Background: an optimization exercise with open tools, aiming at small area. Do not read the settings as production practice.
The RTL was checked by simulation tests, not by an equivalence proof against the original design.
Power is estimated from default activity; no workload was simulated.

===== flow/config.mk =====
export PLATFORM = sky130hd
export DESIGN_NAME = synthesizer
export DESIGN_NICKNAME = synthesizer
export VERILOG_FILES = /design/flow/design.v
export SDC_FILE = /design/flow/constraint.sdc
export NUM_CORES = 4
export LEC_CHECK = 0
export CAP_MARGIN = 20
export CORE_MARGIN = 2
export CORE_UTILIZATION = 40
export PLACE_DENSITY = 0.6
export SLEW_MARGIN = 20

===== flow/constraint.sdc =====
create_clock -name core_clock -period 500.0 [get_ports {clk}]
set_input_delay 100.0000 -clock core_clock [delete_from_list [all_inputs] [get_ports {clk}]]
set_output_delay 100.0000 -clock core_clock [all_outputs]
set_load 0.01 [all_outputs]

===== flow/design.v =====
`timescale 1ns / 1ps
module display(freq, anode, segOut);
    input [11:0] freq;
    output [3:0] anode;      
    output [6:0] segOut;     
    wire [3:0] anode;
    reg [6:0] segOut;
    assign anode = 4'b1110;
    always @(*) begin
        case (freq)                      
            523 : segOut = 7'b1000110;  
            494 : segOut = 7'b0000011;  
            440 : segOut = 7'b0001000;  
            392 : segOut = 7'b0010000;  
            349 : segOut = 7'b0001110;  
            330 : segOut = 7'b0000110;  
            294 : segOut = 7'b0100001;  
            262 : segOut = 7'b1000110;  
            247 : segOut = 7'b0000011;  
            220 : segOut = 7'b0001000;  
            196 : segOut = 7'b0010000;  
            175 : segOut = 7'b0001110;  
            165 : segOut = 7'b0000110;  
            147 : segOut = 7'b0100001;  
            131 : segOut = 7'b1000110;  
            default : segOut = 7'b0111111;
        endcase
    end
endmodule
`timescale 1ns / 1ps
module osc_square(freq, clk, rst, sig);
    input [11:0] freq;
    input clk;           
    input rst;
    output [15:0] sig;   
    reg [15:0] sig;
    reg [31:0] cycleCount;       
    reg [31:0] sigHalfPeriod;
    always @(posedge clk)
    begin
        if (rst) begin
            sig <= 16'b0000111111111111;
            cycleCount <= 0;
        end
        else if (cycleCount >= sigHalfPeriod) begin
            sig <= ~sig;
            cycleCount <= 0;
        end
        else begin
            cycleCount <= cycleCount + 1;
        end
    end
    always @(*)
    begin
        sigHalfPeriod = 1000000 / (freq * 2);
    end
endmodule
`timescale 1ns / 1ps
module osc_tri_saw(freq, clk, rst, sig_saw, sig_tri);
    input [11:0] freq;
    input clk;   
    input rst;
    output [15:0] sig_saw;
    output [15:0] sig_tri;
    reg [15:0] sig_saw;
    reg [15:0] sig_tri;
    reg [15:0] sig_temp;
    reg [31:0] cycleCount;   
    reg [31:0] sigPeriod;
    wire [15:0] amplitude = 16'b0001111111111111;
    reg [15:0] X;
    reg [35:0] AmulC;
    reg [31:0] cc;
    always @(posedge clk)
    begin
        if (rst) begin
            sig_saw <= 16'b0000000000000000;
            sig_tri <= 16'b0000000000000000;
            cycleCount <= 0;
        end
        else begin
            cc = cycleCount;
            if (cc >= sigPeriod) begin
                cc = 0;
            end
            if ((cc << 1) < sigPeriod) begin
                X = 0;
            end
            else begin
                X = amplitude;
            end
            AmulC = amplitude * cc;
            sig_temp = (AmulC / sigPeriod) - X;
            sig_saw <= sig_temp;
            if (sig_temp[15] == 1) begin
                sig_temp = ~sig_temp + 1;
            end
            sig_temp = sig_temp - (amplitude >> 2);
            sig_tri <= sig_temp << 2;
            cycleCount <= cc + 1;
        end
    end
    always @(*)
    begin
        sigPeriod = 1000000 / freq;
    end
endmodule
`timescale 1ns / 1ps
module osc_sine(freq, clk, rst, sin);
    input [11:0] freq;
    input clk;           
    input rst;
    output [15:0] sin;   
    reg [15:0] sin;
    integer sin_curr;
    integer cos_curr;
    integer sin_last;
    integer cos_last;
    integer denom;
    always @(posedge clk)
    begin
        if (rst) begin
            sin <= 0;
            sin_last <= 0;
            cos_last <= 32'b00111111111111110000000000000000;
            denom <= 159154 / 440;
        end
        else begin
            sin_curr = (cos_last / denom);
            sin_curr = sin_last + sin_curr;
            cos_curr = (sin_last / denom);
            cos_curr = cos_last - cos_curr;
            sin <= sin_curr[31:16];
            if (sin_curr[31] == 0 && sin_last[31] == 1) begin
                sin_last <= 0;
                cos_last <= 32'b00111111111111110000000000000000;
                denom <= 159154 / freq;
            end
            else begin
                sin_last <= sin_curr;
                cos_last <= cos_curr;
            end
        end
    end
endmodule
`timescale 1ns / 1ps
module sig_adder(clk, rst, sw, sig_square, sig_saw, sig_tri, sig_sine, sig);
    input clk;                   
    input rst;
    input [4:0] sw;              
    input [15:0] sig_square;
    input [15:0] sig_saw;
    input [15:0] sig_tri;
    input [15:0] sig_sine;
    output reg [15:0] sig;       
    reg [15:0] sig_temp;
    reg [15:0] sig_noise;
    reg [15:0] noise_next;
    always @(posedge clk)
    begin
        if (rst) begin
            sig <= 0;
            sig_noise <= 773;
        end
        else begin
            sig_temp = 0;
            noise_next = sig_noise;
            if (sw[0] == 1) begin
                sig_temp = sig_temp + sig_square;
            end
            if (sw[1] == 1) begin
                sig_temp = sig_temp + sig_saw;
            end
            if (sw[2] == 1) begin
                sig_temp = sig_temp + sig_tri;
            end
            if (sw[3] == 1) begin
                sig_temp = sig_temp + sig_sine;
            end
            if (sw[4] == 1) begin
                noise_next = { sig_noise[14:0], sig_noise[15] ^ sig_noise[14] ^ sig_noise[12] ^ sig_noise[3] };
                sig_temp = sig_temp + noise_next;
            end
            sig_noise <= noise_next;
            sig <= sig_temp;
        end
    end
endmodule
`timescale 1ns / 1ps
module synthesizer(clk, rst, sw, freq, sig, seg);
    input clk;           
    input rst;           
    input [4:0] sw;      
    input [11:0] freq;   
    output [15:0] sig;   
    output [6:0] seg;    
    wire [15:0] sig_square;  
    wire [15:0] sig_saw;     
    wire [15:0] sig_tri;     
    wire [15:0] sig_sine;    
    display disp_ (
        .freq   (freq),
        .segOut (seg),
        .anode  ()
    );
    osc_square squosc_ (
        .freq   (freq),
        .clk    (clk),
        .rst    (rst),
        .sig    (sig_square)
    );
    osc_tri_saw trisawsc_ (
        .freq   (freq),
        .clk    (clk),
        .rst    (rst),
        .sig_saw    (sig_saw),
        .sig_tri    (sig_tri)
    );
    osc_sine sinesc_ (
        .freq   (freq),
        .clk    (clk),
        .rst    (rst),
        .sin    (sig_sine)
    );
    sig_adder sigadd_ (
        .sw (sw),
        .sig_saw    (sig_saw),
        .sig_tri    (sig_tri),
        .sig_square (sig_square),
        .sig_sine   (sig_sine),
        .clk    (clk),
        .rst    (rst),
        .sig    (sig)
    );
endmodule

===== flow/run.sh =====
#!/bin/bash
# synth_recipe.tcl (not shown) runs the flow's synth.tcl, then flattens the netlist and writes it again
# the make line also repeats each setting of config.mk as NAME=value (left out here)
make -C /OpenROAD-flow-scripts/flow DESIGN_CONFIG=/design/flow/config.mk WORK_HOME=/design/flow/orfs CLKGATE_MAP_FILE= SYNTH_SCRIPT=/design/flow/synth_recipe.tcl finish

==> summary.txt <==
## sequential cells by signal (all words and copies together), names as in the netlist
name and flops:
trisawsc_.sig_saw 16, sigadd_.sig_noise 16, sinesc_.denom 32, squosc_.cycleCount 32
sinesc_.sin_last 32, squosc_.sig 16, sigadd_.sig 16, sinesc_.sin 16
trisawsc_.cycleCount 32, sinesc_.cos_last 32, trisawsc_.sig_tri 14
## layer usage
metal / routed length [µm] / track usage (%) / vias to the layer above
met5: 0 / 0 / -
met4: 21000 / 8.65 / 0
met3: 20900 / 1.56 / 671
met2: 235000 / 41.9 / 3502
met1: 243000 / 33.3 / 75800
li1: - / - / 82000
## per-stage QoR
stage          power (mW)  hold WS (ns)  worst slack, ns
2_1_floorplan         679         0.437           162.90
3_3_place_gp          631         0.464           159.77
3_5_place_dp          636         0.472           155.81
4_1_cts               639         0.482           155.56
5_1_grt               657         0.488           132.99
6_report              641         0.487           152.53
## layout make-up
cell class	count	area (µm²)	share of cell area (%)
sequential	254	5090	3.05
multi-input combinational	20100	147000	88.1
clock buffer	49	1040	0.624
timing repair buffer	330	2660	1.59
clock inverter	19	244	0.146
inverter	1110	4210	2.52
tap	5220	6530	3.91
antenna	4	10.0	0.00600
## cell usage in the layout, fill, tap and decap left out, types with 547 or more instances in the layout
master   Yosys  routed
a21oi_1   1464    1454
o31ai_1    847     839
o21ai_0   1041    1031
nand2_1   1585    1583
o21a_1    1624    1624
inv_1     1071    1052
ha_1      2794    2791
nor2_1    2150    2148
a21o_1     547     547
mux2_2     675     675
xnor2_1    705     701
nor3_1    1625    1621
## cells by family (layout without fill, tap and decap cells)
kind of cell,Yosys count,after routing,synth area share [%]
AOI/OAI and AO/OA,6980,6980,30.1
xor gates and xnor gates,1114,1114,6.22
adders and majority gates,3018,3018,24.9
buffers and inverters,1759,1508,4.39
DFF,254,254,3.21
muxes,850,850,5.94
other,1,5,0.00237
and+or+nand+nor,8097,8097,25.2
==> impl_metrics.env <==
export IMPL_power_density_mw_per_mm2=3840
export IMPL_postCtsSetupBuffers=0
export IMPL_area_growth_pct=5.50
export IMPL_maxCapViolCount=0
export IMPL_slowest_stage="o211ai_1"
export IMPL_pwr_share_seq_pct=0
export IMPL_p_int_mw=285
export IMPL_grt_max_degree=64
export IMPL_reg2reg_depth=755
export IMPL_cp_required_ns=500.49
export IMPL_dieArea_mm2=0.401
export IMPL_core_mm2=0.393
export IMPL_first_pass_iters=6
export IMPL_endpoint="trisawsc_.sig_tri[15]$_SDFF_PP0_"
export IMPL_synth_edff_count=0
export IMPL_insertion_delay_ns=0.67
export IMPL_cp_max_fo=57
export IMPL_final_cell_area_mm2=0.167
export IMPL_place_port_buffers=41
export IMPL_postCtsHoldBufs=0
export IMPL_antenna_found_initial=7
export IMPL_power_leakage_nw=74.1
export IMPL_start_util_pct=40.2
export IMPL_finalClockSkew_ns=0.0402
export IMPL_htreeDepth=2
export IMPL_clkTransAtPathRegs_ns=0.06
export IMPL_dp_hpwl_um=419000
export IMPL_start_kind="input port"
export IMPL_finalNonFillerCells=27000
export IMPL_gp_congestion=0.946
export IMPL_die_w_um=633
export IMPL_outcome="complete, no violations"
export IMPL_p_sw_mw=356
export IMPL_hold_violations=0
export IMPL_synth_nets=25100
export IMPL_slew_violations=0
export IMPL_fmaxAchievable_ghz=0.00288
export IMPL_hold_start="squosc_.cycleCount[0]$_SDFF_PP0_"
export IMPL_fin_nets=24800
export IMPL_timing_rr_end="trisawsc_.sig_tri[15]$_SDFF_PP0_"
export IMPL_place_area_mm2=0.166
export IMPL_synth_most_common_cell="ha_1"
export IMPL_critPathCaptureType="flip-flop"
export IMPL_holdPathEnd="squosc_.cycleCount[0]$_SDFF_PP0_"
export IMPL_p_sw_share_pct=55.6
export IMPL_cp_slowest_stage_delay_ns=0.85
export IMPL_cts_sinks=254
export IMPL_clock_power_share_pct=0
export IMPL_post_route_period_util_pct=69.5
export IMPL_synth_main_ff_cell="dfxtp_1"
export IMPL_ys_seq_area_share_pct=3.21
export IMPL_vdd_drop_max_uv=5910
export IMPL_synth_seq_cells=254
export IMPL_drt_iter0_markers=10900
export IMPL_clock_power_uw=28.5
export IMPL_clock_path_buffers=3
export IMPL_synth_cell_area_mm2=0.158
export IMPL_hold_class="flip-flop to flip-flop"
export IMPL_slew_limit_headroom_pct=25.0
export IMPL_drcViolationCount=0
export IMPL_wl_um=520000
export IMPL_synth_top_area_cell="ha_1"
export IMPL_fillCellCount=40900
export IMPL_path_depth=943
export IMPL_postRouteAntennaNets=0
export IMPL_setup_viol=0
export IMPL_drive_above_1_share_pct=7.76
export IMPL_grt_pass1_wl_um=822000
export IMPL_fin_setup_tns_ns=0
export IMPL_ys_top_cells_by_area="ha_1 22%, o21a_1 7.7%, nor3_1 5.1%"
export IMPL_finalCriticalPeriod_ns=347.47
export IMPL_rsz0062_at_grt="no"
export IMPL_r2r_slack_ns=348.81
export IMPL_crit_path_start="freq[11]"
export IMPL_cp_top_family="compound AO/OA/AOI/OAI gates"
export IMPL_vias=162000
export IMPL_cts_made_buffers=38
export IMPL_crit_reg2reg_launch="trisawsc_.cycleCount[1]$_SDFF_PP0_"
export IMPL_hold_depth=1
export IMPL_comb_power_mw=641
export IMPL_synth_warnings=5
export IMPL_gr_total_overflow=0
export IMPL_grtUsageTotal_pct=24.8
export IMPL_p_comb_share_pct=100.0
export IMPL_crit_type="input port to flip-flop"
export IMPL_tritoncts="done"
export IMPL_wl_per_cell_um=19.2
export IMPL_crit_top_cell="o21a_1"
export IMPL_dp_cells=27000
export IMPL_fp_dieH_um=633
export IMPL_largestPowerGroup="combinational cells"
export IMPL_root_buffer="clkbuf_16"
export IMPL_cts_resized=0
export IMPL_cp_arrival_ns=347.96
export IMPL_synth_top_area_share_pct=22.1
export IMPL_synth_cells=22100
export IMPL_syn_avg_cell_area_um2=7.17
export IMPL_tightest_slew_ns=1.12
export IMPL_via_per_inst=5.99
export IMPL_cp_num_buf_inv=67
export IMPL_synth_cell_types=167
export IMPL_p_seq_uw=177
export IMPL_io_pins=42
export IMPL_synth_common_cells="2794 x ha_1, 2150 x nor2_1, 1625 x nor3_1"
export IMPL_fin_util_pct=42.5
export IMPL_async_flop_share_pct=0
export IMPL_grt_pass1_vias=150000
export IMPL_std_cell_rows=230

## separate check: timing with driven ports
The flow's constraints put no driver on any port. The routed layout listed below was extracted and timed again, unchanged, in two steps. Step 1, drivers: a clkbuf_16 drives clk and a buf_2 each remaining input, both assumed. Step 2, shift: input delay + t, output delay - t, t = (earliest + latest rising clock arrival at the registers) / 2. This alone moves slack from input paths to output paths. a / b / c = no drivers / after step 1 / after step 2; a / b = the first two.
t (ns): 0.728
setup slack, ns: 152.531 / 152.575 / 151.847
worst setup path after step 2: input to register
clock arrival spread, ns: 0.040 / 0.040
pins driven straight from the clock port: 1
After both steps setup and hold are still met in this run. The setup slack of this run moves by +0.044 ns with the drivers and by -0.684 ns with both steps.
